Background: an optimization exercise with open tools, aiming at small area. Do not read the settings as production practice.
No run shown here included a check of the RTL's function; only the layout flow was run.

==> flow/design.v (outline; a module is shown in full before it is edited, if it fits) <==
// module fpm_pre: 22 lines
// module fpm_mul: 1223 lines
// module fpm_fa: 6 lines
// module fpm_ha: 6 lines
// module fpm_bsel: 5 lines
// module fpm_round: 28 lines
// module fp_mult: 37 lines
module fp_mult (clk, reset, a, b, res);
  // ...
==> flow/flow/run.sh <==
#!/bin/bash
# Layout flow: the standard ORFS flow (standard synthesis unchanged) with
#  - plain buf_1 cells as the port buffers global placement inserts (every
#    input and output port still gets its own buffer);
#  - clock tree built from clkbuf_8 (clkbuf_16 at the root), without the
#    dummy loads CTS otherwise adds for balancing.
set -euo pipefail
export BUFFER_PORTS_ARGS="-buffer_cell sky130_fd_sc_hd__buf_1"
export CTS_ARGS="-sink_clustering_enable -repair_clock_nets -buf_list sky130_fd_sc_hd__clkbuf_8 -root_buf sky130_fd_sc_hd__clkbuf_16 -dont_use_dummy_load"
bash standard.sh > standard_flow.log 2>&1
==> flow/standard.sh <==
#!/bin/bash
# synth_recipe.tcl (not shown) runs the flow's synth.tcl, then flattens the netlist and writes it again
# the make line also repeats each setting of config.mk as NAME=value (left out here)
make -C /OpenROAD-flow-scripts/flow DESIGN_CONFIG=/design/flow/config.mk WORK_HOME=/design/flow/orfs CLKGATE_MAP_FILE= SYNTH_SCRIPT=/design/flow/synth_recipe.tcl "${@:-finish}"
==> flow/config.mk <==
export PLATFORM = sky130hd
export DESIGN_NAME = fp_mult
export DESIGN_NICKNAME = fp_mult
export VERILOG_FILES = /design/flow/design.v
export SDC_FILE = /design/flow/constraint.sdc
export NUM_CORES = 4
export LEC_CHECK = 0
export CAP_MARGIN = 0
export CORE_MARGIN = 2
export CORE_UTILIZATION = 60
export CTS_BUF_LIST = sky130_fd_sc_hd__clkbuf_8
export SLEW_MARGIN = 0
export SYNTH_HIERARCHICAL = 1
export SYNTH_MINIMUM_KEEP_SIZE = 0
==> flow/constraint.sdc <==
create_clock -name core_clock -period 8.0 [get_ports {clk}]
set_input_delay 1.6000 -clock core_clock [delete_from_list [all_inputs] [get_ports {clk}]]
set_output_delay 1.6000 -clock core_clock [all_outputs]
set_load 0.01 [all_outputs]
==> run notes, run 1 <==
status=no timing/DRC/antenna violations; Wirelength per Cell=24.1 um; Worst Path Buf+Inv=1; hold_buf cts=0; register clock-pin slew on the reported worst setup and hold paths=0.08 ns; Routed WL=48.2 mm; GRT met1 Usage=46.9%; Max Cap Violations=0; TritonCTS clock tree=yes; commonest non-fill, non-tap cell in the layout=fa_1; post-place setup slack=0.578 ns; Yosys top cell area share=34.8%; DP HPWL=39.6 mm; Area-dominant class=multi-input gates; Seq/Total Area, Yosys=17.9%; most numerous cell in the Yosys netlist=fa_1; CP required=8.25 ns; total congestion overflow=0; EDFF count, synth=0; worst reg2reg path depth=23; hold slack final=0.307 ns; worst skew pair latency=0.40 ns; Commonest cells post-synth=fa_1 (303), o22ai_1 (300), xnor2_1 (296); asr flop ratio synth=0%; worst path cell trace=buf_4 -> nand2_1 -> o22ai_1 -> fa_1 -> fa_1 -> fa_1 -> fa_1 -> fa_1 -> fa_1 -> fa_1 -> ha_1 -> fa_1 -> and3_4 -> a31oi_4 -> nor2_1 -> o211a_1 -> o2111ai_1 -> nand2_1 -> fa_1 -> nor2_1 -> nand4_1 -> nor4_1 -> nand3_1; Layout Cells excl Fill=1998; cell count along the critical path=23; simple-gate share of the synthesized area=5.03%; Initial DRC Count=1354; post-synthesis cell count=1573; final core utilization=63.9%; unrepaired setup endpoints after global routing=no; P&R area growth vs syn=5.02%; Clock Path Buffers=2; pins over their slew limit=0; Starting Density=60.9%; Synth Warn #=7; Hold EP=s2$_DFF_P_; area fraction in compound gates after synthesis=12.8%; RR Endpoint=g2$_DFF_P_
==> run 2: changes to the inputs <==
--- a/flow/design.v
+++ b/flow/design.v
@@ -440,26 +440,16 @@
   wire n28 = ma[16] & mb[23];
   wire n29 = ma[17] & mb[23];
   wire n30 = ma[18] & mb[23];
   wire n31 = ma[19] & mb[23];
   wire n32 = ma[20] & mb[23];
   wire n33 = ma[21] & mb[23];
   wire n34 = ma[22] & mb[23];
   wire n35 = ma[23] & mb[23];
-  wire n36 = ~n16;
-  wire n37 = ~n18;
-  wire n38 = ~n20;
-  wire n39 = ~n22;
-  wire n40 = ~n24;
-  wire n41 = ~n26;
-  wire n42 = ~n28;
-  wire n43 = ~n30;
-  wire n44 = ~n32;
-  wire n45 = ~n34;
   wire hs1, hc1;
   fpm_ha ha1 (.a(neg0), .b(pp0[0]), .s(hs1), .co(hc1));
   wire hs2, hc2;
   fpm_ha ha2 (.a(pp0[1]), .b(hc1), .s(hs2), .co(hc2));
   wire fs1, fc1;
   fpm_fa fa1 (.a(neg1), .b(pp0[2]), .c(pp1[0]), .s(fs1), .co(fc1));
   wire hs3, hc3;
   fpm_ha ha3 (.a(hc2), .b(fs1), .s(hs3), .co(hc3));
@@ -753,39 +743,41 @@
   fpm_fa fa132 (.a(fc119), .b(fc120), .c(fs129), .s(fs132), .co(fc132));
   wire fs133, fc133;
   fpm_fa fa133 (.a(fs130), .b(fs131), .c(fc121), .s(fs133), .co(fc133));
   wire fs134, fc134;
   fpm_fa fa134 (.a(fs132), .b(fc122), .c(fc123), .s(fs134), .co(fc134));
   wire fs135, fc135;
   fpm_fa fa135 (.a(fs133), .b(fc124), .c(fs134), .s(fs135), .co(fc135));
   wire fs136, fc136;
-  fpm_fa fa136 (.a(n13), .b(neg0), .c(pp10[5]), .s(fs136), .co(fc136));
+  fpm_fa fa136 (.a(1'b1), .b(n13), .c(n0), .s(fs136), .co(fc136));
   wire fs137, fc137;
-  fpm_fa fa137 (.a(pp11[3]), .b(pp1[23]), .c(pp2[21]), .s(fs137), .co(fc137));
+  fpm_fa fa137 (.a(pp10[5]), .b(pp11[3]), .c(pp1[23]), .s(fs137), .co(fc137));
   wire fs138, fc138;
-  fpm_fa fa138 (.a(pp3[19]), .b(pp4[17]), .c(pp5[15]), .s(fs138), .co(fc138));
+  fpm_fa fa138 (.a(pp2[21]), .b(pp3[19]), .c(pp4[17]), .s(fs138), .co(fc138));
   wire fs139, fc139;
-  fpm_fa fa139 (.a(pp6[13]), .b(pp7[11]), .c(pp8[9]), .s(fs139), .co(fc139));
+  fpm_fa fa139 (.a(pp5[15]), .b(pp6[13]), .c(pp7[11]), .s(fs139), .co(fc139));
   wire fs140, fc140;
-  fpm_fa fa140 (.a(pp9[7]), .b(fc125), .c(fc126), .s(fs140), .co(fc140));
+  fpm_fa fa140 (.a(pp8[9]), .b(pp9[7]), .c(fs136), .s(fs140), .co(fc140));
   wire fs141, fc141;
-  fpm_fa fa141 (.a(fc127), .b(fc128), .c(fs136), .s(fs141), .co(fc141));
+  fpm_fa fa141 (.a(fc125), .b(fc126), .c(fc127), .s(fs141), .co(fc141));
   wire fs142, fc142;
-  fpm_fa fa142 (.a(fs137), .b(fs138), .c(fs139), .s(fs142), .co(fc142));
+  fpm_fa fa142 (.a(fc128), .b(fs137), .c(fs138), .s(fs142), .co(fc142));
   wire fs143, fc143;
-  fpm_fa fa143 (.a(fc129), .b(fc130), .c(fc131), .s(fs143), .co(fc143));
+  fpm_fa fa143 (.a(fs139), .b(fs140), .c(fc129), .s(fs143), .co(fc143));
   wire fs144, fc144;
-  fpm_fa fa144 (.a(fs140), .b(fs141), .c(fs142), .s(fs144), .co(fc144));
+  fpm_fa fa144 (.a(fc130), .b(fc131), .c(fs141), .s(fs144), .co(fc144));
   wire fs145, fc145;
-  fpm_fa fa145 (.a(fc132), .b(fs143), .c(fs144), .s(fs145), .co(fc145));
+  fpm_fa fa145 (.a(fs142), .b(fc132), .c(fs143), .s(fs145), .co(fc145));
   wire fs146, fc146;
-  fpm_fa fa146 (.a(fc133), .b(fs145), .c(fc134), .s(fs146), .co(fc146));
+  fpm_fa fa146 (.a(fs144), .b(fc133), .c(fs145), .s(fs146), .co(fc146));
+  wire hs17, hc17;
+  fpm_ha ha17 (.a(fc134), .b(fs146), .s(hs17), .co(hc17));
   wire fs147, fc147;
-  fpm_fa fa147 (.a(n14), .b(neg0), .c(pp10[6]), .s(fs147), .co(fc147));
+  fpm_fa fa147 (.a(1'b1), .b(n14), .c(pp10[6]), .s(fs147), .co(fc147));
   wire fs148, fc148;
   fpm_fa fa148 (.a(pp11[4]), .b(pp1[24]), .c(pp2[22]), .s(fs148), .co(fc148));
   wire fs149, fc149;
   fpm_fa fa149 (.a(pp3[20]), .b(pp4[18]), .c(pp5[16]), .s(fs149), .co(fc149));
   wire fs150, fc150;
   fpm_fa fa150 (.a(pp6[14]), .b(pp7[12]), .c(pp8[10]), .s(fs150), .co(fc150));
   wire fs151, fc151;
   fpm_fa fa151 (.a(pp9[8]), .b(fc136), .c(fc137), .s(fs151), .co(fc151));
@@ -793,272 +785,294 @@
   fpm_fa fa152 (.a(fc138), .b(fc139), .c(fs147), .s(fs152), .co(fc152));
   wire fs153, fc153;
   fpm_fa fa153 (.a(fs148), .b(fs149), .c(fs150), .s(fs153), .co(fc153));
   wire fs154, fc154;
   fpm_fa fa154 (.a(fc140), .b(fc141), .c(fc142), .s(fs154), .co(fc154));
   wire fs155, fc155;
   fpm_fa fa155 (.a(fs151), .b(fs152), .c(fs153), .s(fs155), .co(fc155));
   wire fs156, fc156;
-  fpm_fa fa156 (.a(fc143), .b(fs154), .c(fc144), .s(fs156), .co(fc156));
+  fpm_fa fa156 (.a(fc143), .b(fc144), .c(fs154), .s(fs156), .co(fc156));
   wire fs157, fc157;
   fpm_fa fa157 (.a(fs155), .b(fc145), .c(fs156), .s(fs157), .co(fc157));
+  wire hs18, hc18;
+  fpm_ha ha18 (.a(fc146), .b(fs157), .s(hs18), .co(hc18));
   wire fs158, fc158;
-  fpm_fa fa158 (.a(n15), .b(n0), .c(n1), .s(fs158), .co(fc158));
+  fpm_fa fa158 (.a(n15), .b(n1), .c(pp10[7]), .s(fs158), .co(fc158));
   wire fs159, fc159;
-  fpm_fa fa159 (.a(pp10[7]), .b(pp11[5]), .c(pp2[23]), .s(fs159), .co(fc159));
+  fpm_fa fa159 (.a(pp11[5]), .b(pp2[23]), .c(pp3[21]), .s(fs159), .co(fc159));
   wire fs160, fc160;
-  fpm_fa fa160 (.a(pp3[21]), .b(pp4[19]), .c(pp5[17]), .s(fs160), .co(fc160));
+  fpm_fa fa160 (.a(pp4[19]), .b(pp5[17]), .c(pp6[15]), .s(fs160), .co(fc160));
   wire fs161, fc161;
-  fpm_fa fa161 (.a(pp6[15]), .b(pp7[13]), .c(pp8[11]), .s(fs161), .co(fc161));
+  fpm_fa fa161 (.a(pp7[13]), .b(pp8[11]), .c(pp9[9]), .s(fs161), .co(fc161));
   wire fs162, fc162;
-  fpm_fa fa162 (.a(pp9[9]), .b(fs158), .c(fc147), .s(fs162), .co(fc162));
+  fpm_fa fa162 (.a(fc147), .b(fc148), .c(fc149), .s(fs162), .co(fc162));
   wire fs163, fc163;
-  fpm_fa fa163 (.a(fc148), .b(fc149), .c(fc150), .s(fs163), .co(fc163));
+  fpm_fa fa163 (.a(fc150), .b(fs158), .c(fs159), .s(fs163), .co(fc163));
   wire fs164, fc164;
-  fpm_fa fa164 (.a(fs159), .b(fs160), .c(fs161), .s(fs164), .co(fc164));
+  fpm_fa fa164 (.a(fs160), .b(fs161), .c(fc151), .s(fs164), .co(fc164));
   wire fs165, fc165;
-  fpm_fa fa165 (.a(fc151), .b(fc152), .c(fc153), .s(fs165), .co(fc165));
+  fpm_fa fa165 (.a(fc152), .b(fc153), .c(fs162), .s(fs165), .co(fc165));
   wire fs166, fc166;
-  fpm_fa fa166 (.a(fs162), .b(fs163), .c(fs164), .s(fs166), .co(fc166));
+  fpm_fa fa166 (.a(fs163), .b(fc154), .c(fs164), .s(fs166), .co(fc166));
   wire fs167, fc167;
-  fpm_fa fa167 (.a(fc154), .b(fs165), .c(fc155), .s(fs167), .co(fc167));
+  fpm_fa fa167 (.a(fs165), .b(fc155), .c(fc156), .s(fs167), .co(fc167));
   wire fs168, fc168;
-  fpm_fa fa168 (.a(fs166), .b(fc156), .c(fs167), .s(fs168), .co(fc168));
+  fpm_fa fa168 (.a(fs166), .b(fc157), .c(fs167), .s(fs168), .co(fc168));
   wire fs169, fc169;
-  fpm_fa fa169 (.a(n36), .b(pp10[8]), .c(pp11[6]), .s(fs169), .co(fc169));
+  fpm_fa fa169 (.a(1'b1), .b(n16), .c(pp10[8]), .s(fs169), .co(fc169));
   wire fs170, fc170;
-  fpm_fa fa170 (.a(pp2[24]), .b(pp3[22]), .c(pp4[20]), .s(fs170), .co(fc170));
+  fpm_fa fa170 (.a(pp11[6]), .b(pp2[24]), .c(pp3[22]), .s(fs170), .co(fc170));
   wire fs171, fc171;
-  fpm_fa fa171 (.a(pp5[18]), .b(pp6[16]), .c(pp7[14]), .s(fs171), .co(fc171));
+  fpm_fa fa171 (.a(pp4[20]), .b(pp5[18]), .c(pp6[16]), .s(fs171), .co(fc171));
   wire fs172, fc172;
-  fpm_fa fa172 (.a(pp8[12]), .b(pp9[10]), .c(fc158), .s(fs172), .co(fc172));
+  fpm_fa fa172 (.a(pp7[14]), .b(pp8[12]), .c(pp9[10]), .s(fs172), .co(fc172));
   wire fs173, fc173;
-  fpm_fa fa173 (.a(fc159), .b(fc160), .c(fc161), .s(fs173), .co(fc173));
+  fpm_fa fa173 (.a(fc158), .b(fc159), .c(fc160), .s(fs173), .co(fc173));
   wire fs174, fc174;
-  fpm_fa fa174 (.a(fs169), .b(fs170), .c(fs171), .s(fs174), .co(fc174));
+  fpm_fa fa174 (.a(fc161), .b(fs169), .c(fs170), .s(fs174), .co(fc174));
   wire fs175, fc175;
-  fpm_fa fa175 (.a(fs172), .b(fc162), .c(fc163), .s(fs175), .co(fc175));
+  fpm_fa fa175 (.a(fs171), .b(fs172), .c(fc162), .s(fs175), .co(fc175));
   wire fs176, fc176;
-  fpm_fa fa176 (.a(fc164), .b(fs173), .c(fs174), .s(fs176), .co(fc176));
+  fpm_fa fa176 (.a(fc163), .b(fs173), .c(fs174), .s(fs176), .co(fc176));
   wire fs177, fc177;
-  fpm_fa fa177 (.a(fc165), .b(fs175), .c(fc166), .s(fs177), .co(fc177));
+  fpm_fa fa177 (.a(fc164), .b(fc165), .c(fs175), .s(fs177), .co(fc177));
   wire fs178, fc178;
-  fpm_fa fa178 (.a(fs176), .b(fc167), .c(fs177), .s(fs178), .co(fc178));
+  fpm_fa fa178 (.a(fs176), .b(fc166), .c(fs177), .s(fs178), .co(fc178));
+  wire hs19, hc19;
+  fpm_ha ha19 (.a(fc167), .b(fs178), .s(hs19), .co(hc19));
   wire fs179, fc179;
-  fpm_fa fa179 (.a(n16), .b(n17), .c(n2), .s(fs179), .co(fc179));
+  fpm_fa fa179 (.a(n17), .b(n2), .c(pp10[9]), .s(fs179), .co(fc179));
   wire fs180, fc180;
-  fpm_fa fa180 (.a(pp10[9]), .b(pp11[7]), .c(pp3[23]), .s(fs180), .co(fc180));
+  fpm_fa fa180 (.a(pp11[7]), .b(pp3[23]), .c(pp4[21]), .s(fs180), .co(fc180));
   wire fs181, fc181;
-  fpm_fa fa181 (.a(pp4[21]), .b(pp5[19]), .c(pp6[17]), .s(fs181), .co(fc181));
+  fpm_fa fa181 (.a(pp5[19]), .b(pp6[17]), .c(pp7[15]), .s(fs181), .co(fc181));
   wire fs182, fc182;
-  fpm_fa fa182 (.a(pp7[15]), .b(pp8[13]), .c(pp9[11]), .s(fs182), .co(fc182));
+  fpm_fa fa182 (.a(pp8[13]), .b(pp9[11]), .c(fc169), .s(fs182), .co(fc182));
   wire fs183, fc183;
-  fpm_fa fa183 (.a(fs179), .b(fc169), .c(fc170), .s(fs183), .co(fc183));
+  fpm_fa fa183 (.a(fc170), .b(fc171), .c(fc172), .s(fs183), .co(fc183));
   wire fs184, fc184;
-  fpm_fa fa184 (.a(fc171), .b(fs180), .c(fs181), .s(fs184), .co(fc184));
+  fpm_fa fa184 (.a(fs179), .b(fs180), .c(fs181), .s(fs184), .co(fc184));
   wire fs185, fc185;
-  fpm_fa fa185 (.a(fs182), .b(fc172), .c(fc173), .s(fs185), .co(fc185));
+  fpm_fa fa185 (.a(fc173), .b(fc174), .c(fs182), .s(fs185), .co(fc185));
   wire fs186, fc186;
-  fpm_fa fa186 (.a(fc174), .b(fs183), .c(fs184), .s(fs186), .co(fc186));
+  fpm_fa fa186 (.a(fs183), .b(fs184), .c(fc175), .s(fs186), .co(fc186));
   wire fs187, fc187;
-  fpm_fa fa187 (.a(fc175), .b(fs185), .c(fc176), .s(fs187), .co(fc187));
+  fpm_fa fa187 (.a(fs185), .b(fc176), .c(fc177), .s(fs187), .co(fc187));
   wire fs188, fc188;
-  fpm_fa fa188 (.a(fs186), .b(fc177), .c(fs187), .s(fs188), .co(fc188));
+  fpm_fa fa188 (.a(fs186), .b(fc178), .c(fs187), .s(fs188), .co(fc188));
   wire fs189, fc189;
-  fpm_fa fa189 (.a(n37), .b(pp10[10]), .c(pp11[8]), .s(fs189), .co(fc189));
+  fpm_fa fa189 (.a(1'b1), .b(n18), .c(pp10[10]), .s(fs189), .co(fc189));
   wire fs190, fc190;
-  fpm_fa fa190 (.a(pp3[24]), .b(pp4[22]), .c(pp5[20]), .s(fs190), .co(fc190));
+  fpm_fa fa190 (.a(pp11[8]), .b(pp3[24]), .c(pp4[22]), .s(fs190), .co(fc190));
   wire fs191, fc191;
-  fpm_fa fa191 (.a(pp6[18]), .b(pp7[16]), .c(pp8[14]), .s(fs191), .co(fc191));
+  fpm_fa fa191 (.a(pp5[20]), .b(pp6[18]), .c(pp7[16]), .s(fs191), .co(fc191));
   wire fs192, fc192;
-  fpm_fa fa192 (.a(pp9[12]), .b(fc179), .c(fc180), .s(fs192), .co(fc192));
+  fpm_fa fa192 (.a(pp8[14]), .b(pp9[12]), .c(fc179), .s(fs192), .co(fc192));
   wire fs193, fc193;
-  fpm_fa fa193 (.a(fc181), .b(fc182), .c(fs189), .s(fs193), .co(fc193));
+  fpm_fa fa193 (.a(fc180), .b(fc181), .c(fs189), .s(fs193), .co(fc193));
   wire fs194, fc194;
-  fpm_fa fa194 (.a(fs190), .b(fs191), .c(fc183), .s(fs194), .co(fc194));
+  fpm_fa fa194 (.a(fs190), .b(fs191), .c(fc182), .s(fs194), .co(fc194));
   wire fs195, fc195;
-  fpm_fa fa195 (.a(fc184), .b(fs192), .c(fs193), .s(fs195), .co(fc195));
+  fpm_fa fa195 (.a(fc183), .b(fc184), .c(fs192), .s(fs195), .co(fc195));
   wire fs196, fc196;
-  fpm_fa fa196 (.a(fc185), .b(fs194), .c(fc186), .s(fs196), .co(fc196));
+  fpm_fa fa196 (.a(fs193), .b(fc185), .c(fs194), .s(fs196), .co(fc196));
   wire fs197, fc197;
-  fpm_fa fa197 (.a(fs195), .b(fc187), .c(fs196), .s(fs197), .co(fc197));
+  fpm_fa fa197 (.a(fs195), .b(fc186), .c(fs196), .s(fs197), .co(fc197));
+  wire hs20, hc20;
+  fpm_ha ha20 (.a(fc187), .b(fs197), .s(hs20), .co(hc20));
   wire fs198, fc198;
-  fpm_fa fa198 (.a(n18), .b(n19), .c(n3), .s(fs198), .co(fc198));
+  fpm_fa fa198 (.a(n19), .b(n3), .c(pp10[11]), .s(fs198), .co(fc198));
   wire fs199, fc199;
-  fpm_fa fa199 (.a(pp10[11]), .b(pp11[9]), .c(pp4[23]), .s(fs199), .co(fc199));
+  fpm_fa fa199 (.a(pp11[9]), .b(pp4[23]), .c(pp5[21]), .s(fs199), .co(fc199));
   wire fs200, fc200;
-  fpm_fa fa200 (.a(pp5[21]), .b(pp6[19]), .c(pp7[17]), .s(fs200), .co(fc200));
+  fpm_fa fa200 (.a(pp6[19]), .b(pp7[17]), .c(pp8[15]), .s(fs200), .co(fc200));
   wire fs201, fc201;
-  fpm_fa fa201 (.a(pp8[15]), .b(pp9[13]), .c(fs198), .s(fs201), .co(fc201));
+  fpm_fa fa201 (.a(pp9[13]), .b(fc189), .c(fc190), .s(fs201), .co(fc201));
   wire fs202, fc202;
-  fpm_fa fa202 (.a(fc189), .b(fc190), .c(fc191), .s(fs202), .co(fc202));
+  fpm_fa fa202 (.a(fc191), .b(fs198), .c(fs199), .s(fs202), .co(fc202));
   wire fs203, fc203;
-  fpm_fa fa203 (.a(fs199), .b(fs200), .c(fs201), .s(fs203), .co(fc203));
+  fpm_fa fa203 (.a(fs200), .b(fc192), .c(fc193), .s(fs203), .co(fc203));
   wire fs204, fc204;
-  fpm_fa fa204 (.a(fc192), .b(fc193), .c(fs202), .s(fs204), .co(fc204));
+  fpm_fa fa204 (.a(fs201), .b(fs202), .c(fc194), .s(fs204), .co(fc204));
   wire fs205, fc205;
-  fpm_fa fa205 (.a(fs203), .b(fc194), .c(fs204), .s(fs205), .co(fc205));
+  fpm_fa fa205 (.a(fc195), .b(fs203), .c(fc196), .s(fs205), .co(fc205));
   wire fs206, fc206;
-  fpm_fa fa206 (.a(fc195), .b(fc196), .c(fs205), .s(fs206), .co(fc206));
+  fpm_fa fa206 (.a(fs204), .b(fc197), .c(fs205), .s(fs206), .co(fc206));
   wire fs207, fc207;
-  fpm_fa fa207 (.a(n38), .b(pp10[12]), .c(pp11[10]), .s(fs207), .co(fc207));
+  fpm_fa fa207 (.a(1'b1), .b(n20), .c(pp10[12]), .s(fs207), .co(fc207));
   wire fs208, fc208;
-  fpm_fa fa208 (.a(pp4[24]), .b(pp5[22]), .c(pp6[20]), .s(fs208), .co(fc208));
+  fpm_fa fa208 (.a(pp11[10]), .b(pp4[24]), .c(pp5[22]), .s(fs208), .co(fc208));
   wire fs209, fc209;
-  fpm_fa fa209 (.a(pp7[18]), .b(pp8[16]), .c(pp9[14]), .s(fs209), .co(fc209));
+  fpm_fa fa209 (.a(pp6[20]), .b(pp7[18]), .c(pp8[16]), .s(fs209), .co(fc209));
   wire fs210, fc210;
-  fpm_fa fa210 (.a(fc198), .b(fc199), .c(fc200), .s(fs210), .co(fc210));
+  fpm_fa fa210 (.a(pp9[14]), .b(fc198), .c(fc199), .s(fs210), .co(fc210));
   wire fs211, fc211;
-  fpm_fa fa211 (.a(fs207), .b(fs208), .c(fs209), .s(fs211), .co(fc211));
+  fpm_fa fa211 (.a(fc200), .b(fs207), .c(fs208), .s(fs211), .co(fc211));
   wire fs212, fc212;
-  fpm_fa fa212 (.a(fc201), .b(fc202), .c(fs210), .s(fs212), .co(fc212));
+  fpm_fa fa212 (.a(fs209), .b(fc201), .c(fc202), .s(fs212), .co(fc212));
   wire fs213, fc213;
-  fpm_fa fa213 (.a(fs211), .b(fc203), .c(fc204), .s(fs213), .co(fc213));
+  fpm_fa fa213 (.a(fs210), .b(fs211), .c(fc203), .s(fs213), .co(fc213));
   wire fs214, fc214;
-  fpm_fa fa214 (.a(fs212), .b(fc205), .c(fs213), .s(fs214), .co(fc214));
+  fpm_fa fa214 (.a(fs212), .b(fc204), .c(fs213), .s(fs214), .co(fc214));
+  wire hs21, hc21;
+  fpm_ha ha21 (.a(fc205), .b(fs214), .s(hs21), .co(hc21));
   wire fs215, fc215;
-  fpm_fa fa215 (.a(n20), .b(n21), .c(n4), .s(fs215), .co(fc215));
+  fpm_fa fa215 (.a(n21), .b(n4), .c(pp10[13]), .s(fs215), .co(fc215));
   wire fs216, fc216;
-  fpm_fa fa216 (.a(pp10[13]), .b(pp11[11]), .c(pp5[23]), .s(fs216), .co(fc216));
+  fpm_fa fa216 (.a(pp11[11]), .b(pp5[23]), .c(pp6[21]), .s(fs216), .co(fc216));
   wire fs217, fc217;
-  fpm_fa fa217 (.a(pp6[21]), .b(pp7[19]), .c(pp8[17]), .s(fs217), .co(fc217));
+  fpm_fa fa217 (.a(pp7[19]), .b(pp8[17]), .c(pp9[15]), .s(fs217), .co(fc217));
   wire fs218, fc218;
-  fpm_fa fa218 (.a(pp9[15]), .b(fs215), .c(fc207), .s(fs218), .co(fc218));
+  fpm_fa fa218 (.a(fc207), .b(fc208), .c(fc209), .s(fs218), .co(fc218));
   wire fs219, fc219;
-  fpm_fa fa219 (.a(fc208), .b(fc209), .c(fs216), .s(fs219), .co(fc219));
+  fpm_fa fa219 (.a(fs215), .b(fs216), .c(fs217), .s(fs219), .co(fc219));
   wire fs220, fc220;
-  fpm_fa fa220 (.a(fs217), .b(fc210), .c(fc211), .s(fs220), .co(fc220));
+  fpm_fa fa220 (.a(fc210), .b(fc211), .c(fs218), .s(fs220), .co(fc220));
   wire fs221, fc221;
-  fpm_fa fa221 (.a(fs218), .b(fs219), .c(fc212), .s(fs221), .co(fc221));
+  fpm_fa fa221 (.a(fs219), .b(fc212), .c(fs220), .s(fs221), .co(fc221));
   wire fs222, fc222;
-  fpm_fa fa222 (.a(fs220), .b(fc213), .c(fs221), .s(fs222), .co(fc222));
+  fpm_fa fa222 (.a(fc213), .b(fs221), .c(fc214), .s(fs222), .co(fc222));
   wire fs223, fc223;
-  fpm_fa fa223 (.a(n39), .b(pp10[14]), .c(pp11[12]), .s(fs223), .co(fc223));
+  fpm_fa fa223 (.a(1'b1), .b(n22), .c(pp10[14]), .s(fs223), .co(fc223));
   wire fs224, fc224;
-  fpm_fa fa224 (.a(pp5[24]), .b(pp6[22]), .c(pp7[20]), .s(fs224), .co(fc224));
+  fpm_fa fa224 (.a(pp11[12]), .b(pp5[24]), .c(pp6[22]), .s(fs224), .co(fc224));
   wire fs225, fc225;
-  fpm_fa fa225 (.a(pp8[18]), .b(pp9[16]), .c(fc215), .s(fs225), .co(fc225));
+  fpm_fa fa225 (.a(pp7[20]), .b(pp8[18]), .c(pp9[16]), .s(fs225), .co(fc225));
   wire fs226, fc226;
-  fpm_fa fa226 (.a(fc216), .b(fc217), .c(fs223), .s(fs226), .co(fc226));
+  fpm_fa fa226 (.a(fc215), .b(fc216), .c(fc217), .s(fs226), .co(fc226));
   wire fs227, fc227;
-  fpm_fa fa227 (.a(fs224), .b(fs225), .c(fc218), .s(fs227), .co(fc227));
+  fpm_fa fa227 (.a(fs223), .b(fs224), .c(fs225), .s(fs227), .co(fc227));
   wire fs228, fc228;
-  fpm_fa fa228 (.a(fc219), .b(fs226), .c(fc220), .s(fs228), .co(fc228));
+  fpm_fa fa228 (.a(fc218), .b(fc219), .c(fs226), .s(fs228), .co(fc228));
   wire fs229, fc229;
-  fpm_fa fa229 (.a(fs227), .b(fc221), .c(fs228), .s(fs229), .co(fc229));
+  fpm_fa fa229 (.a(fs227), .b(fc220), .c(fs228), .s(fs229), .co(fc229));
+  wire hs22, hc22;
+  fpm_ha ha22 (.a(fc221), .b(fs229), .s(hs22), .co(hc22));
   wire fs230, fc230;
-  fpm_fa fa230 (.a(n22), .b(n23), .c(n5), .s(fs230), .co(fc230));
+  fpm_fa fa230 (.a(n23), .b(n5), .c(pp10[15]), .s(fs230), .co(fc230));
   wire fs231, fc231;
-  fpm_fa fa231 (.a(pp10[15]), .b(pp11[13]), .c(pp6[23]), .s(fs231), .co(fc231));
+  fpm_fa fa231 (.a(pp11[13]), .b(pp6[23]), .c(pp7[21]), .s(fs231), .co(fc231));
   wire fs232, fc232;
-  fpm_fa fa232 (.a(pp7[21]), .b(pp8[19]), .c(pp9[17]), .s(fs232), .co(fc232));
+  fpm_fa fa232 (.a(pp8[19]), .b(pp9[17]), .c(fc223), .s(fs232), .co(fc232));
   wire fs233, fc233;
-  fpm_fa fa233 (.a(fs230), .b(fc223), .c(fc224), .s(fs233), .co(fc233));
+  fpm_fa fa233 (.a(fc224), .b(fc225), .c(fs230), .s(fs233), .co(fc233));
   wire fs234, fc234;
-  fpm_fa fa234 (.a(fs231), .b(fs232), .c(fc225), .s(fs234), .co(fc234));
+  fpm_fa fa234 (.a(fs231), .b(fc226), .c(fc227), .s(fs234), .co(fc234));
   wire fs235, fc235;
-  fpm_fa fa235 (.a(fc226), .b(fs233), .c(fs234), .s(fs235), .co(fc235));
+  fpm_fa fa235 (.a(fs232), .b(fs233), .c(fc228), .s(fs235), .co(fc235));
   wire fs236, fc236;
-  fpm_fa fa236 (.a(fc227), .b(fs235), .c(fc228), .s(fs236), .co(fc236));
+  fpm_fa fa236 (.a(fs234), .b(fc229), .c(fs235), .s(fs236), .co(fc236));
   wire fs237, fc237;
-  fpm_fa fa237 (.a(n40), .b(pp10[16]), .c(pp11[14]), .s(fs237), .co(fc237));
+  fpm_fa fa237 (.a(1'b1), .b(n24), .c(pp10[16]), .s(fs237), .co(fc237));
   wire fs238, fc238;
-  fpm_fa fa238 (.a(pp6[24]), .b(pp7[22]), .c(pp8[20]), .s(fs238), .co(fc238));
+  fpm_fa fa238 (.a(pp11[14]), .b(pp6[24]), .c(pp7[22]), .s(fs238), .co(fc238));
   wire fs239, fc239;
-  fpm_fa fa239 (.a(pp9[18]), .b(fc230), .c(fc231), .s(fs239), .co(fc239));
+  fpm_fa fa239 (.a(pp8[20]), .b(pp9[18]), .c(fc230), .s(fs239), .co(fc239));
   wire fs240, fc240;
-  fpm_fa fa240 (.a(fc232), .b(fs237), .c(fs238), .s(fs240), .co(fc240));
+  fpm_fa fa240 (.a(fc231), .b(fs237), .c(fs238), .s(fs240), .co(fc240));
   wire fs241, fc241;
-  fpm_fa fa241 (.a(fc233), .b(fs239), .c(fc234), .s(fs241), .co(fc241));
+  fpm_fa fa241 (.a(fc232), .b(fc233), .c(fs239), .s(fs241), .co(fc241));
   wire fs242, fc242;
-  fpm_fa fa242 (.a(fs240), .b(fc235), .c(fs241), .s(fs242), .co(fc242));
+  fpm_fa fa242 (.a(fs240), .b(fc234), .c(fs241), .s(fs242), .co(fc242));
   wire fs243, fc243;
-  fpm_fa fa243 (.a(n24), .b(n25), .c(n6), .s(fs243), .co(fc243));
+  fpm_fa fa243 (.a(fc235), .b(fs242), .c(fc236), .s(fs243), .co(fc243));
   wire fs244, fc244;
-  fpm_fa fa244 (.a(pp10[17]), .b(pp11[15]), .c(pp7[23]), .s(fs244), .co(fc244));
+  fpm_fa fa244 (.a(n25), .b(n6), .c(pp10[17]), .s(fs244), .co(fc244));
   wire fs245, fc245;
-  fpm_fa fa245 (.a(pp8[21]), .b(pp9[19]), .c(fs243), .s(fs245), .co(fc245));
+  fpm_fa fa245 (.a(pp11[15]), .b(pp7[23]), .c(pp8[21]), .s(fs245), .co(fc245));
   wire fs246, fc246;
-  fpm_fa fa246 (.a(fc237), .b(fc238), .c(fs244), .s(fs246), .co(fc246));
+  fpm_fa fa246 (.a(pp9[19]), .b(fc237), .c(fc238), .s(fs246), .co(fc246));
   wire fs247, fc247;
-  fpm_fa fa247 (.a(fs245), .b(fc239), .c(fc240), .s(fs247), .co(fc247));
+  fpm_fa fa247 (.a(fs244), .b(fs245), .c(fc239), .s(fs247), .co(fc247));
   wire fs248, fc248;
-  fpm_fa fa248 (.a(fs246), .b(fc241), .c(fs247), .s(fs248), .co(fc248));
+  fpm_fa fa248 (.a(fc240), .b(fs246), .c(fc241), .s(fs248), .co(fc248));
   wire fs249, fc249;
-  fpm_fa fa249 (.a(n41), .b(pp10[18]), .c(pp11[16]), .s(fs249), .co(fc249));
+  fpm_fa fa249 (.a(fs247), .b(fc242), .c(fs248), .s(fs249), .co(fc249));
   wire fs250, fc250;
-  fpm_fa fa250 (.a(pp7[24]), .b(pp8[22]), .c(pp9[20]), .s(fs250), .co(fc250));
+  fpm_fa fa250 (.a(1'b1), .b(n26), .c(pp10[18]), .s(fs250), .co(fc250));
   wire fs251, fc251;
-  fpm_fa fa251 (.a(fc243), .b(fc244), .c(fs249), .s(fs251), .co(fc251));
+  fpm_fa fa251 (.a(pp11[16]), .b(pp7[24]), .c(pp8[22]), .s(fs251), .co(fc251));
   wire fs252, fc252;
-  fpm_fa fa252 (.a(fs250), .b(fc245), .c(fc246), .s(fs252), .co(fc252));
+  fpm_fa fa252 (.a(pp9[20]), .b(fc244), .c(fc245), .s(fs252), .co(fc252));
   wire fs253, fc253;
-  fpm_fa fa253 (.a(fs251), .b(fc247), .c(fs252), .s(fs253), .co(fc253));
+  fpm_fa fa253 (.a(fs250), .b(fs251), .c(fc246), .s(fs253), .co(fc253));
   wire fs254, fc254;
-  fpm_fa fa254 (.a(n26), .b(n27), .c(n7), .s(fs254), .co(fc254));
+  fpm_fa fa254 (.a(fs252), .b(fc247), .c(fs253), .s(fs254), .co(fc254));
   wire fs255, fc255;
-  fpm_fa fa255 (.a(pp10[19]), .b(pp11[17]), .c(pp8[23]), .s(fs255), .co(fc255));
+  fpm_fa fa255 (.a(fc248), .b(fs254), .c(fc249), .s(fs255), .co(fc255));
   wire fs256, fc256;
-  fpm_fa fa256 (.a(pp9[21]), .b(fs254), .c(fc249), .s(fs256), .co(fc256));
+  fpm_fa fa256 (.a(n27), .b(n7), .c(pp10[19]), .s(fs256), .co(fc256));
   wire fs257, fc257;
-  fpm_fa fa257 (.a(fc250), .b(fs255), .c(fc251), .s(fs257), .co(fc257));
+  fpm_fa fa257 (.a(pp11[17]), .b(pp8[23]), .c(pp9[21]), .s(fs257), .co(fc257));
   wire fs258, fc258;
-  fpm_fa fa258 (.a(fs256), .b(fc252), .c(fs257), .s(fs258), .co(fc258));
+  fpm_fa fa258 (.a(fc250), .b(fc251), .c(fs256), .s(fs258), .co(fc258));
   wire fs259, fc259;
-  fpm_fa fa259 (.a(n42), .b(pp10[20]), .c(pp11[18]), .s(fs259), .co(fc259));
+  fpm_fa fa259 (.a(fs257), .b(fc252), .c(fs258), .s(fs259), .co(fc259));
   wire fs260, fc260;
-  fpm_fa fa260 (.a(pp8[24]), .b(pp9[22]), .c(fc254), .s(fs260), .co(fc260));
+  fpm_fa fa260 (.a(fc253), .b(fs259), .c(fc254), .s(fs260), .co(fc260));
   wire fs261, fc261;
-  fpm_fa fa261 (.a(fc255), .b(fs259), .c(fs260), .s(fs261), .co(fc261));
+  fpm_fa fa261 (.a(1'b1), .b(n28), .c(pp10[20]), .s(fs261), .co(fc261));
   wire fs262, fc262;
-  fpm_fa fa262 (.a(fc256), .b(fs261), .c(fc257), .s(fs262), .co(fc262));
+  fpm_fa fa262 (.a(pp11[18]), .b(pp8[24]), .c(pp9[22]), .s(fs262), .co(fc262));
   wire fs263, fc263;
-  fpm_fa fa263 (.a(n28), .b(n29), .c(n8), .s(fs263), .co(fc263));
+  fpm_fa fa263 (.a(fc256), .b(fc257), .c(fs261), .s(fs263), .co(fc263));
   wire fs264, fc264;
-  fpm_fa fa264 (.a(pp10[21]), .b(pp11[19]), .c(pp9[23]), .s(fs264), .co(fc264));
+  fpm_fa fa264 (.a(fs262), .b(fc258), .c(fs263), .s(fs264), .co(fc264));
   wire fs265, fc265;
-  fpm_fa fa265 (.a(fs263), .b(fc259), .c(fs264), .s(fs265), .co(fc265));
+  fpm_fa fa265 (.a(fc259), .b(fs264), .c(fc260), .s(fs265), .co(fc265));
   wire fs266, fc266;
-  fpm_fa fa266 (.a(fc260), .b(fs265), .c(fc261), .s(fs266), .co(fc266));
+  fpm_fa fa266 (.a(n29), .b(n8), .c(pp10[21]), .s(fs266), .co(fc266));
   wire fs267, fc267;
-  fpm_fa fa267 (.a(n43), .b(pp10[22]), .c(pp11[20]), .s(fs267), .co(fc267));
+  fpm_fa fa267 (.a(pp11[19]), .b(pp9[23]), .c(fc261), .s(fs267), .co(fc267));
   wire fs268, fc268;
-  fpm_fa fa268 (.a(pp9[24]), .b(fc263), .c(fc264), .s(fs268), .co(fc268));
+  fpm_fa fa268 (.a(fc262), .b(fs266), .c(fc263), .s(fs268), .co(fc268));
   wire fs269, fc269;
-  fpm_fa fa269 (.a(fs267), .b(fc265), .c(fs268), .s(fs269), .co(fc269));
+  fpm_fa fa269 (.a(fs267), .b(fs268), .c(fc264), .s(fs269), .co(fc269));
   wire fs270, fc270;
-  fpm_fa fa270 (.a(n30), .b(n31), .c(n9), .s(fs270), .co(fc270));
+  fpm_fa fa270 (.a(1'b1), .b(n30), .c(pp10[22]), .s(fs270), .co(fc270));
   wire fs271, fc271;
-  fpm_fa fa271 (.a(pp10[23]), .b(pp11[21]), .c(fs270), .s(fs271), .co(fc271));
+  fpm_fa fa271 (.a(pp11[20]), .b(pp9[24]), .c(fc266), .s(fs271), .co(fc271));
   wire fs272, fc272;
-  fpm_fa fa272 (.a(fc267), .b(fs271), .c(fc268), .s(fs272), .co(fc272));
+  fpm_fa fa272 (.a(fs270), .b(fc267), .c(fs271), .s(fs272), .co(fc272));
   wire fs273, fc273;
-  fpm_fa fa273 (.a(n44), .b(pp10[24]), .c(pp11[22]), .s(fs273), .co(fc273));
+  fpm_fa fa273 (.a(fc268), .b(fs272), .c(fc269), .s(fs273), .co(fc273));
   wire fs274, fc274;
-  fpm_fa fa274 (.a(fc270), .b(fs273), .c(fc271), .s(fs274), .co(fc274));
+  fpm_fa fa274 (.a(n31), .b(n9), .c(pp10[23]), .s(fs274), .co(fc274));
   wire fs275, fc275;
-  fpm_fa fa275 (.a(n32), .b(n33), .c(n10), .s(fs275), .co(fc275));
+  fpm_fa fa275 (.a(pp11[21]), .b(fc270), .c(fs274), .s(fs275), .co(fc275));
   wire fs276, fc276;
-  fpm_fa fa276 (.a(pp11[23]), .b(fs275), .c(fc273), .s(fs276), .co(fc276));
+  fpm_fa fa276 (.a(fc271), .b(fs275), .c(fc272), .s(fs276), .co(fc276));
   wire fs277, fc277;
-  fpm_fa fa277 (.a(n45), .b(pp11[24]), .c(fc275), .s(fs277), .co(fc277));
+  fpm_fa fa277 (.a(1'b1), .b(n32), .c(pp10[24]), .s(fs277), .co(fc277));
   wire fs278, fc278;
-  fpm_fa fa278 (.a(n34), .b(n35), .c(n11), .s(fs278), .co(fc278));
+  fpm_fa fa278 (.a(pp11[22]), .b(fc274), .c(fs277), .s(fs278), .co(fc278));
+  wire fs279, fc279;
+  fpm_fa fa279 (.a(fc275), .b(fs278), .c(fc276), .s(fs279), .co(fc279));
+  wire fs280, fc280;
+  fpm_fa fa280 (.a(n33), .b(n10), .c(pp11[23]), .s(fs280), .co(fc280));
+  wire fs281, fc281;
+  fpm_fa fa281 (.a(fc277), .b(fs280), .c(fc278), .s(fs281), .co(fc281));
+  wire fs282, fc282;
+  fpm_fa fa282 (.a(1'b1), .b(n34), .c(pp11[24]), .s(fs282), .co(fc282));
+  wire fs283, fc283;
+  fpm_fa fa283 (.a(fc280), .b(fs282), .c(fc281), .s(fs283), .co(fc283));
+  wire fs284, fc284;
+  fpm_fa fa284 (.a(n35), .b(n11), .c(fc282), .s(fs284), .co(fc284));
   wire [47:0] p;
   assign p[0] = hs1;
   assign p[1] = hs2;
   assign p[2] = hs3;
   assign p[3] = hs4;
   assign p[4] = hs5;
   assign p[5] = hs6;
   assign p[6] = hs7;
   assign p[7] = hs8;
-  wire [39:0] fx = {fc277, fc276, fc274, fc272, fc269, fc266, fc262, fc258, fc253, fc248, fc242, fc236, fc229, fc222, fc214, fc206, fc197, fc188, fc178, fc168, fc157, fc146, fc135, hc16, hc15, hc14, hc13, fc86, fs86, fc69, fs69, fc54, fs54, fs47, fc35, fs35, fs29, fs24, fc16, hc8};
-  wire [39:0] fy = {fs278, fs277, fs276, fs274, fs272, fs269, fs266, fs262, fs258, fs253, fs248, fs242, fs236, fs229, fs222, fs214, fs206, fs197, fs188, fs178, fs168, fs157, fs146, fs135, hs16, hs15, hs14, hs13, 1'b0, hs12, 1'b0, hs11, 1'b0, 1'b0, hs10, 1'b0, 1'b0, 1'b0, hs9, fs16};
+  wire [39:0] fx = {fc283, fs283, fc279, fs279, fc273, fs273, fc265, fs265, fc255, fs255, fc243, fs243, hc22, fc222, hc21, fc206, hc20, fc188, hc19, fc168, hc18, hc17, fc135, hc16, hc15, hc14, hc13, fc86, fs86, fc69, fs69, fc54, fs54, fs47, fc35, fs35, fs29, fs24, fc16, hc8};
+  wire [39:0] fy = {fs284, 1'b0, fs281, 1'b0, fs276, 1'b0, fs269, 1'b0, fs260, 1'b0, fs249, 1'b0, fs236, hs22, fs222, hs21, fs206, hs20, fs188, hs19, fs168, hs18, hs17, fs135, hs16, hs15, hs14, hs13, 1'b0, hs12, 1'b0, hs11, 1'b0, 1'b0, hs10, 1'b0, 1'b0, 1'b0, hs9, fs16};
   wire [39:0] fg = fx & fy;
   wire [39:0] fh = fx ^ fy;
   wire bg1 = fg[1] | (fh[1] & fg[0]);
   wire bp1 = fh[1] & fh[0];
   wire bg2 = fg[3] | (fh[3] & fg[2]);
   wire bp2 = fh[3] & fh[2];
   wire bg3 = fg[5] | (fh[5] & fg[4]);
   wire bp3 = fh[5] & fh[4];
==> run notes, run 2 <==
status=no timing/DRC/antenna violations (unchanged); EDFF count, synth=0 (unchanged); Routed WL=50.2 mm (was 48.2 mm); slowest stage delay, CP=0.44 ns (was 0.77 ns); multiplexer area fraction after synthesis=1.49% (about the same); CP top delay family=adder cells (unchanged); hold_buf cts=0 (unchanged); share of cells above drive strength 1=10.8% (was 10.9%); iteration count of the initial detailed-routing pass=5 (unchanged); Max Cap Violations=0 (unchanged); Placed Area=0.0181 mm2 (about the same); Clock Path Buffers=2 (unchanged); final instance area=0.0183 mm2 (about the same); initial antenna violation count=1 (was 0); RePlAce Congestion=1.03 (was 1.02); CTS Sinks=156 (unchanged); Rel. slew slack=29.8% (was 18.4%); root buf cell=clkbuf_16 (unchanged); Residual DRC=0 (unchanged); register clock-pin slew on the reported worst setup and hold paths=0.10 ns (was 0.08 ns); Die ar.=0.0304 mm2 (about the same); Area contributors post-synth=fa_1 (35%), dfxtp_1 (18%), xnor2_1 (15%) (unchanged); final core utilization=64.0% (was 63.9%); Final setup viols=0 (unchanged); Total Routing Usage GR=34.1% (was 33.0%); vias post-DR=12769 (was 12628); CP max FO=29 (was 31); commonest non-fill, non-tap cell in the layout=fa_1 (unchanged); TritonCTS clock tree=yes (unchanged); Largest regs=r3: 32 flops, res: 32 flops, ph2: 25 flops (unchanged); area fraction in compound gates after synthesis=12.6% (was 12.8%); I/O pin cnt=98 (unchanged); Top cell by count, worst path=fa_1 (unchanged); syn_area_per_cell=11.3 um2 (was 11.1 um2); Wirelength per Cell=25.3 um (was 24.1 um); Final min period=7.39 ns (was 7.65 ns); asr flop ratio synth=0% (unchanged); unrepaired setup endpoints after global routing=no (unchanged); worst skew pair latency=0.40 ns (about the same); Row Count=62 (unchanged); period utilisation layout=92.4% (was 95.7%); P&R area growth vs syn=5.30% (was 5.02%); total congestion overflow=0 (unchanged); cts repair resizes=0 (unchanged); pin count of the biggest net entering global routing=33 (unchanged); kind of critical path=flop to flop (unchanged); Diodes inserted=0 (unchanged); Adder-Cell Fraction of Synth Area=41.8% (was 41.2%); predominant post-synthesis flop cell=dfxtp_1 (unchanged); H-tree Lvls=4 (unchanged); CP required=8.28 ns (was 8.25 ns); Post-Synth XOR/XNOR Area=15.7% (about the same); Yosys top cell area share=34.9% (was 34.8%); DP HPWL=39.6 mm (about the same); Starting Density=60.8% (was 60.9%); Seq/Total Area, Yosys=17.9% (about the same); min-delay worst type=flop to flop (unchanged); FILL cells=2348 (was 2359); Sum Neg Setup Slack=0 ns (unchanged); Synth cell types=48 (was 53); simple-gate share of the synthesized area=5.08% (was 5.03%); Seq cells post-synth=156 (unchanged); Initial DRC Count=1424 (was 1354); vias per inst=6.42 (was 6.32); Die Wd=174 um (about the same); Setup Fix Bufs, Post-CTS=0 (unchanged); main combinational cell family by area after synthesis=adder cells (unchanged); most numerous cell in the Yosys netlist=fa_1 (unchanged); Commonest cells post-synth=fa_1 (303), o22ai_1 (300), xnor2_1 (295) (was fa_1 (303), o22ai_1 (300), xnor2_1 (296)); Crit path arrival time=7.67 ns (was 7.90 ns); DIE HEIGHT=174 um (about the same); cell accounting for the most synthesized area=fa_1 (unchanged); Port Buffers=97 (unchanged); Worst Path Buf+Inv=2 (was 1); Tightest Pin Transition=1.05 ns (was 1.21 ns); Synth Warn #=7 (unchanged); synthesized area=0.0174 mm2 (about the same); post-synthesis cell count=1545 (was 1573); # nets final=2071 (was 2074); fmax=135 MHz (was 131 MHz); CP Launch Type=flop (unchanged); CP max-delay cell=fa_1 (was nor4_1); Final Hold Fails=0 (unchanged); antenna viol nets, final=0 (unchanged); most frequent cells in the layout=fa_1 (303), o22ai_1 (300), xnor2_1 (295) (was fa_1 (303), o22ai_1 (300), xnor2_1 (296)); vias in the first global route=13149 (was 12965); CTS Buf Count=17 (unchanged); CORE AREA=0.0286 mm2 (unchanged); pins over their slew limit=0 (unchanged); first-pass GRT wire length=77.6 mm (was 75.2 mm); worst clock skew=0.0452 ns (was 0.0319 ns); CP Capture Type=flop (unchanged)
[run 2: changes by cell type in the layout (fill, tap and decap cells not counted), sizes merged, moves of 5 or more]
cell / change
ha: +7
conb: +12
inv: -18
a31oi: +5
nor2: -6
and2: +9
[run 2: final timing paths]
kind                            cells past startpoint  slack, ns            from             end
worst max-delay path                               25       0.61  mb1[1]$_DFF_P_      g2$_DFF_P_
worst min-delay path                                0       0.30  xe1[4]$_DFF_P_  xe2[4]$_DFF_P_
worst max register to register                     25       0.61  mb1[1]$_DFF_P_      g2$_DFF_P_
worst min register to register                      0       0.30  xe1[4]$_DFF_P_  xe2[4]$_DFF_P_
[run 2: per-module statistics from Yosys, one instance, submodules excluded]
module	cells inside	times used
fp_mult	192	1
fpm_bsel	1	300
fpm_pre	55	1
fpm_round	49	1
fpm_ha	1	51
fpm_mul	606	1
fpm_fa	1	292
[run 2: final cells by class]
cell class | instances | area [um2] | area share [%]
Timing Repair Buffer | 166 | 895 | 4.88
Tap cell | 384 | 480 | 2.62
Clock buffer | 17 | 245 | 1.34
Sequential cell | 156 | 3120 | 17.0
Inverter | 31 | 116 | 0.635
Multi-Input combinational cell | 1234 | 13500 | 73.5
[run 2: worst register-to-register path: stages, from the launching register on]
cell      delay [ns]
dfxtp_1         0.33
buf_4           0.38
nor3b_1         0.14
a21oi_2         0.12
buf_4           0.26
o22ai_1         0.13
fa_1            0.39
fa_1            0.40
fa_1            0.40
fa_1            0.41
fa_1            0.43
fa_1            0.42
fa_1            0.44
ha_1            0.20
fa_1            0.41
and3_1          0.23
a32o_1          0.27
a21oi_1         0.21
o21bai_1        0.12
a31o_2          0.26
a21o_1          0.18
fa_1            0.44
nor4b_1         0.32
nand4_1         0.15
a21oi_1         0.17
nand4_1         0.10
[run 2: stage by stage]
stage	setup WS [ns]	hold slack (ns)	cells
global placement	0.830	0.310	1971
floorplan	0.437	0.310	1556
detailed placement	0.709	0.313	1971
CTS	0.709	0.304	1988
global route	0.272	0.312	1988
finish	0.610	0.299	1988
[run 2: routing by layer]
| layer | wire length (um) | vias up | GRT usage, % |
|---|---|---|---|
| li1 | - | 5481 | - |
| met2 | 21900 | 820 | 50.9 |
| met1 | 20600 | 6322 | 48.5 |
| met4 | 2060 | 2 | 12.8 |
| met3 | 5650 | 144 | 8.27 |
| met5 | 9 | - | 0 |
[run 2: logic make-up (layout without fill, tap and decap cells)]
family | Yosys count | count (layout)
flip-flops | 156 | 156
other | 2 | 13
AO/OA/AOI/OAI | 347 | 347
XOR/XNOR | 312 | 312
adder cells (fa/ha/maj) | 399 | 399
AND/OR/NAND/NOR | 140 | 140
multiplexers | 23 | 23
buffers and inverters | 166 | 214

## separate check: timing with driven ports
The flow's constraints put no driver on any port. The routed layouts listed below were extracted and timed again, unchanged, in two steps. Step 1: set_driving_cell puts a clkbuf_16 on clk and a buf_2 on each other input, an assumption about the parent block. Step 2 moves the port delays by t, midway between the first and last clock arrival at a register: inputs arrive t later, outputs are due t later. That takes back most of the time a late clock gives input paths. Three values: no drivers, after step 1, after step 2; two values: the first two.
run	t (ns)	setup slack, ns	clock arrival spread, ns	worst register clock-pin slew, ns	worst data-port slew with drivers (ns)
run 1	0.435	0.345 / 0.345 / 0.345	0.035 / 0.035	0.09 / 0.09	0.04
run 2	0.430	0.610 / 0.610 / 0.610	0.046 / 0.046	0.10 / 0.10	0.06
After both steps setup and hold are still met in every run listed.
